This design comes from an exercise in tuning for small area, a short achievable clock period and few clock cycles per item on the open sky130 flow, not from production work. In this exercise RTL edits were held to simulation tests only and were not proved equivalent to the original. Power and IR drop assume default switching activity.

==> flow/design.v (excerpt) <==
module simon2share(clk, data_ina, data_inb, data_rdy, cipher_out, Done);
input clk;
input data_ina, data_inb;
input [1:0] data_rdy;
output [127:0] cipher_out;
output reg Done;
localparam [0:127] ZN = {67'b0101111011100000011010010011000101000010001111110010110110011101011, 60'd0, 1'b1};
reg [6:0] counter;	 
reg comp;		 
reg last_n, done_n;
wire load_key = (data_rdy == 2);
always @(posedge clk)
begin
	if (data_rdy == 0 || data_rdy == 2)
		counter <= 0;
	else
		counter <= counter + 1;
end
always @(posedge clk)
begin
	comp <= (data_rdy == 1 && counter == 127) || (data_rdy == 3 && comp);
	Done <= (data_rdy == 3) && comp && (counter == 67);
	done_n <= !((data_rdy == 3) && comp && (counter == 67));
	last_n <= !((data_rdy == 3) && ((comp && counter == 66) || !last_n));
end
reg z;
always @(posedge clk)
	z <= ZN[counter];
wire [63:0] keya, keyb;
p_datapath mydatapath(.clk(clk), .comp(comp), .gate_x_n(last_n), .gate_y_n(done_n),
		      .data_ina(data_ina), .data_inb(data_inb),
		      .key_ina(keya), .key_inb(keyb),
  ...
==> flow/config.mk <==
export PLATFORM = sky130hd
export DESIGN_NAME = simon2share
export DESIGN_NICKNAME = simon2share
export VERILOG_FILES = /design/flow/design.v
export SDC_FILE = /design/flow/constraint.sdc
export NUM_CORES = 4
export LEC_CHECK = 0
export CAP_MARGIN = 20
export CORE_MARGIN = 2
export CORE_UTILIZATION = 70
export CTS_CLUSTER_DIAMETER = 90
export CTS_CLUSTER_SIZE = 28
export PLACE_DENSITY = 0.82
export SETUP_SLACK_MARGIN = 2.6
export SLEW_MARGIN = 20
==> flow/constraint.sdc <==
create_clock -name core_clock -period 5.0 [get_ports {clk}]
set_input_delay 1.0000 -clock core_clock [delete_from_list [all_inputs] [get_ports {clk}]]
set_output_delay 1.0000 -clock core_clock [all_outputs]
set_load 0.01 [all_outputs]
standard.sh (not shown) runs the stock make flow with config.mk's settings and CLKGATE_MAP_FILE= SYNTH_SCRIPT=/design/flow/synth_recipe.tcl, a recipe that flattens the netlist after the stock synthesis.
==> flow/flow/run.sh <==
#!/bin/bash
# Standard ORFS layout (the standard.sh) with two changes to buffering:
#  - ports get a buf_2 as port buffer instead of the default cell;
#  - after global placement, each output-gate flip-flop (done_n, last_n) gets a
#    two-level buffer tree: one buffer per cluster of its loads (gate_tree.tcl).
# make's full output goes to standard.log; ORFS keeps per-step logs in orfs/logs.
set -uo pipefail
here=$(pwd)
export BUFFER_PORTS_ARGS="-buffer_cell sky130_fd_sc_hd__buf_2"
export POST_GLOBAL_PLACE_TCL="$here/flow/gate_tree.tcl"
export GATE_TREE_FLOPS='done_n$_DFF_P_ last_n$_DFF_P_'
export GATE_TREE_FANOUT=16
export GATE_TREE_CELL=sky130_fd_sc_hd__buf_4
bash standard.sh > standard.log 2>&1
==> flow/flow/gate_tree.tcl <==
# Build a two-level buffer tree for each output-gate net: the gate flip-flop
# drives one buffer per cluster of loads, placed at the cluster's centre.
proc gate_tree_kmeans {pts k} {
  # pts: list of {x y}; returns list of cluster indices
  set n [llength $pts]
  set cent {}
  for {set c 0} {$c < $k} {incr c} {
    lappend cent [lindex [lsort -real -index 2 [lmap p $pts {list {*}$p [expr {atan2([lindex $p 1]-0.0, [lindex $p 0]-0.0)}]}]] [expr {($c * $n) / $k}]]
  }
  set cent [lmap c $cent {lrange $c 0 1}]
  set asg [lrepeat $n 0]
  for {set it 0} {$it < 30} {incr it} {
    set i 0
    foreach p $pts {
      set best 0; set bd 1e30
      set c 0
      foreach q $cent {
        set d [expr {abs([lindex $p 0]-[lindex $q 0]) + abs([lindex $p 1]-[lindex $q 1])}]
        if {$d < $bd} { set bd $d; set best $c }
        incr c
      }
      lset asg $i $best
      incr i
    }
    set newc {}
    for {set c 0} {$c < $k} {incr c} {
      set sx 0.0; set sy 0.0; set m 0
      set i 0
      foreach p $pts {
        if {[lindex $asg $i] == $c} { set sx [expr {$sx + [lindex $p 0]}]; set sy [expr {$sy + [lindex $p 1]}]; incr m }
        incr i
      }
      if {$m > 0} { lappend newc [list [expr {$sx/$m}] [expr {$sy/$m}]] } else { lappend newc [lindex $cent $c] }
    }
    set cent $newc
  }
  return [list $asg $cent]
}

proc gate_tree {flop_name per_buf cell} {
  set block [ord::get_db_block]
  set dbu [$block getDbUnitsPerMicron]
  set inst [$block findInst $flop_name]
  if {$inst == "NULL"} { puts "gate_tree: no instance $flop_name"; return }
  set net [[$inst findITerm Q] getNet]
  # drop buffers already hanging on the net, so the tree sees the real loads
  for {set pass 0} {$pass < 8} {incr pass} {
    set bufs {}
    foreach it [$net getITerms] {
      if {[$it isOutputSignal]} continue
      set li [$it getInst]
      set m [$li getMaster]
      if {[string match "*__buf_*" [$m getName]] || [string match "*__clkbuf_*" [$m getName]]} {
        set onet [[$li findITerm X] getNet]
        # keep port buffers
        if {[llength [$onet getBTerms]] > 0} continue
        lappend bufs [get_cells [$li getName]]
      }
    }
    if {[llength $bufs] == 0} break
    remove_buffers $bufs
    set net [[$inst findITerm Q] getNet]
  }
  set pins {}; set pts {}
  foreach it [$net getITerms] {
    if {[$it isOutputSignal]} continue
    set li [$it getInst]
    set loc [$it getAvgXY]
    if {[lindex $loc 0] == 0} { set b [$li getBBox]; set loc [list 1 [expr {([$b xMin]+[$b xMax])/2}] [expr {([$b yMin]+[$b yMax])/2}]] }
    lappend pins "[$li getName]/[[$it getMTerm] getName]"
    lappend pts [list [expr {double([lindex $loc 1])/$dbu}] [expr {double([lindex $loc 2])/$dbu}]]
  }
  set n [llength $pins]
  set k [expr {max(1, int(ceil(double($n) / $per_buf)))}]
  puts "gate_tree: $flop_name net [$net getName] loads $n clusters $k"
  lassign [gate_tree_kmeans $pts $k] asg cent
  for {set c 0} {$c < $k} {incr c} {
    set lp {}
    set i 0
    foreach p $pins { if {[lindex $asg $i] == $c} { lappend lp [get_pins $p] }; incr i }
    if {[llength $lp] == 0} continue
    set xy [lindex $cent $c]
    insert_buffer -buffer_cell $cell -net [get_nets [$net getName]] -load_pins $lp -location $xy
  }
}

# Hook body (sourced after global placement): one tree per output-gate flop.
foreach flop $::env(GATE_TREE_FLOPS) {
  gate_tree $flop $::env(GATE_TREE_FANOUT) $::env(GATE_TREE_CELL)
}
Testbench counts at the start, summed over its fixed seeds: cycles 20,800, items 64.
Then changed:
--- a/flow/config.mk
+++ b/flow/config.mk
@@ -12,4 +12,5 @@
 export CTS_CLUSTER_SIZE = 28
 export PLACE_DENSITY = 0.82
-export SETUP_SLACK_MARGIN = 2.6
+export SETUP_SLACK_MARGIN = 2.45
 export SLEW_MARGIN = 20
+export TNS_END_PERCENT = 5
=> The changed run produced a clean layout. Clock power barely changes. Synthesized cell count is unchanged. Fmax shrinks by 4.1%. Sequential power is about the same. Worst setup slack loses 110 ps. Routed wire length shrinks by 11%. Register-to-register slack gains 20 ps. Sequential share of layout area grows by 2.1 points.
Then changed:
--- a/flow/config.mk
+++ b/flow/config.mk
@@ -12,5 +12,4 @@
 export CTS_CLUSTER_SIZE = 28
 export PLACE_DENSITY = 0.82
-export SETUP_SLACK_MARGIN = 2.45
+export SETUP_SLACK_MARGIN = 2.5
 export SLEW_MARGIN = 20
-export TNS_END_PERCENT = 5
Result: Wire length grows by 13%. Final area goes up by about 8%. Synthesized area does not change.
Then changed:
--- a/flow/config.mk
+++ b/flow/config.mk
@@ -8,8 +8,5 @@
 export CAP_MARGIN = 20
 export CORE_MARGIN = 2
-export CORE_UTILIZATION = 70
-export CTS_CLUSTER_DIAMETER = 90
-export CTS_CLUSTER_SIZE = 28
-export PLACE_DENSITY = 0.82
-export SETUP_SLACK_MARGIN = 2.5
+export CORE_UTILIZATION = 60
+export PLACE_DENSITY = 0.75
 export SLEW_MARGIN = 20
Effect: The changed run ran to the end with no violations. Combinational power went down by about 10%. Clock power grows by about 100%. Worst hold slack is worse by 18 ps. Sequential share of layout area came out higher by 0.93 points. Die area rose by 16%. Critical path depth came out lower by 1.
Then changed:
--- a/flow/config.mk
+++ b/flow/config.mk
@@ -8,5 +8,6 @@
 export CAP_MARGIN = 20
 export CORE_MARGIN = 2
-export CORE_UTILIZATION = 60
-export PLACE_DENSITY = 0.75
+export CORE_UTILIZATION = 40
+export PLACE_DENSITY = 0.6
+export SETUP_SLACK_MARGIN = 2.45
 export SLEW_MARGIN = 20
Effect:
- The new run completed without violations
- worst setup slack is better by 280 ps
- cell count rises by 11%
- critical path depth went up by 1
- sequential cell count does not change
- total power increases by 4.7%
- routed wire length goes up by 9.8%
- synthesized area is unchanged
- utilization drops by 17 points
- clock-buffer cell count rose by 2
- sequential share of layout area came out lower by 3.2 points
Then changed:
--- a/flow/flow/run.sh
+++ b/flow/flow/run.sh
@@ -10,5 +10,5 @@
 export POST_GLOBAL_PLACE_TCL="$here/flow/gate_tree.tcl"
 export GATE_TREE_FLOPS='done_n$_DFF_P_ last_n$_DFF_P_'
-export GATE_TREE_FANOUT=16
-export GATE_TREE_CELL=sky130_fd_sc_hd__buf_4
+export GATE_TREE_FANOUT=22
+export GATE_TREE_CELL=sky130_fd_sc_hd__buf_8
 bash standard.sh > standard.log 2>&1
--- a/flow/config.mk
+++ b/flow/config.mk
@@ -8,6 +8,8 @@
 export CAP_MARGIN = 20
 export CORE_MARGIN = 2
-export CORE_UTILIZATION = 40
-export PLACE_DENSITY = 0.6
+export CORE_UTILIZATION = 70
+export CTS_CLUSTER_DIAMETER = 90
+export CTS_CLUSTER_SIZE = 28
+export PLACE_DENSITY = 0.82
 export SETUP_SLACK_MARGIN = 2.45
 export SLEW_MARGIN = 20
Setup slack is worse by 6.7 ps.
Design area falls by 10%.
Via count climbs by about 0.65%.
Non-clock buffer count came out lower by 34.
Utilization came out higher by 30 points.
Hold slack improves by 24 ps.
Combinational power is lower by about 5%.

re-timing with driven ports:
No port has a modelled driver above. Below, the same layouts with a new extraction and two added sets of constraints.
Step 1 assumes that a clkbuf_16 drives the clock port and a buf_2 every other input.
Step 2, shift: input delay + t, output delay - t, t = (earliest + latest rising clock arrival at the registers) / 2. This alone moves slack from input paths to output paths.
Slacks: no drivers / after step 1 / after step 2; pairs: no drivers / after step 1.
| run | shift t [ns] | setup slack, ns | worst hold slack (ns) | slew at the worst register clock pin (ns) |
|---|---|---|---|---|
| the first run | 0.601 | 2.451 / 2.394 / 2.785 | 0.488 / 0.488 / 0.488 | 0.11 / 0.11 |
| the second run | 0.599 | 2.341 / 2.286 / 2.807 | 0.501 / 0.501 / 0.501 | 0.11 / 0.11 |
| the third run | 0.602 | 2.364 / 2.307 / 2.732 | 0.500 / 0.500 / 0.500 | 0.11 / 0.11 |
| the fourth run | 0.639 | 2.160 / 2.104 / 2.744 | 0.482 / 0.482 / 0.482 | 0.06 / 0.06 |
| the fifth run | 0.657 | 2.439 / 2.380 / 2.858 | 0.478 / 0.478 / 0.478 | 0.06 / 0.06 |
| the sixth run | 0.604 | 2.432 / 2.376 / 2.775 | 0.503 / 0.503 / 0.503 | 0.11 / 0.11 |
After both steps every run listed still meets setup and hold.
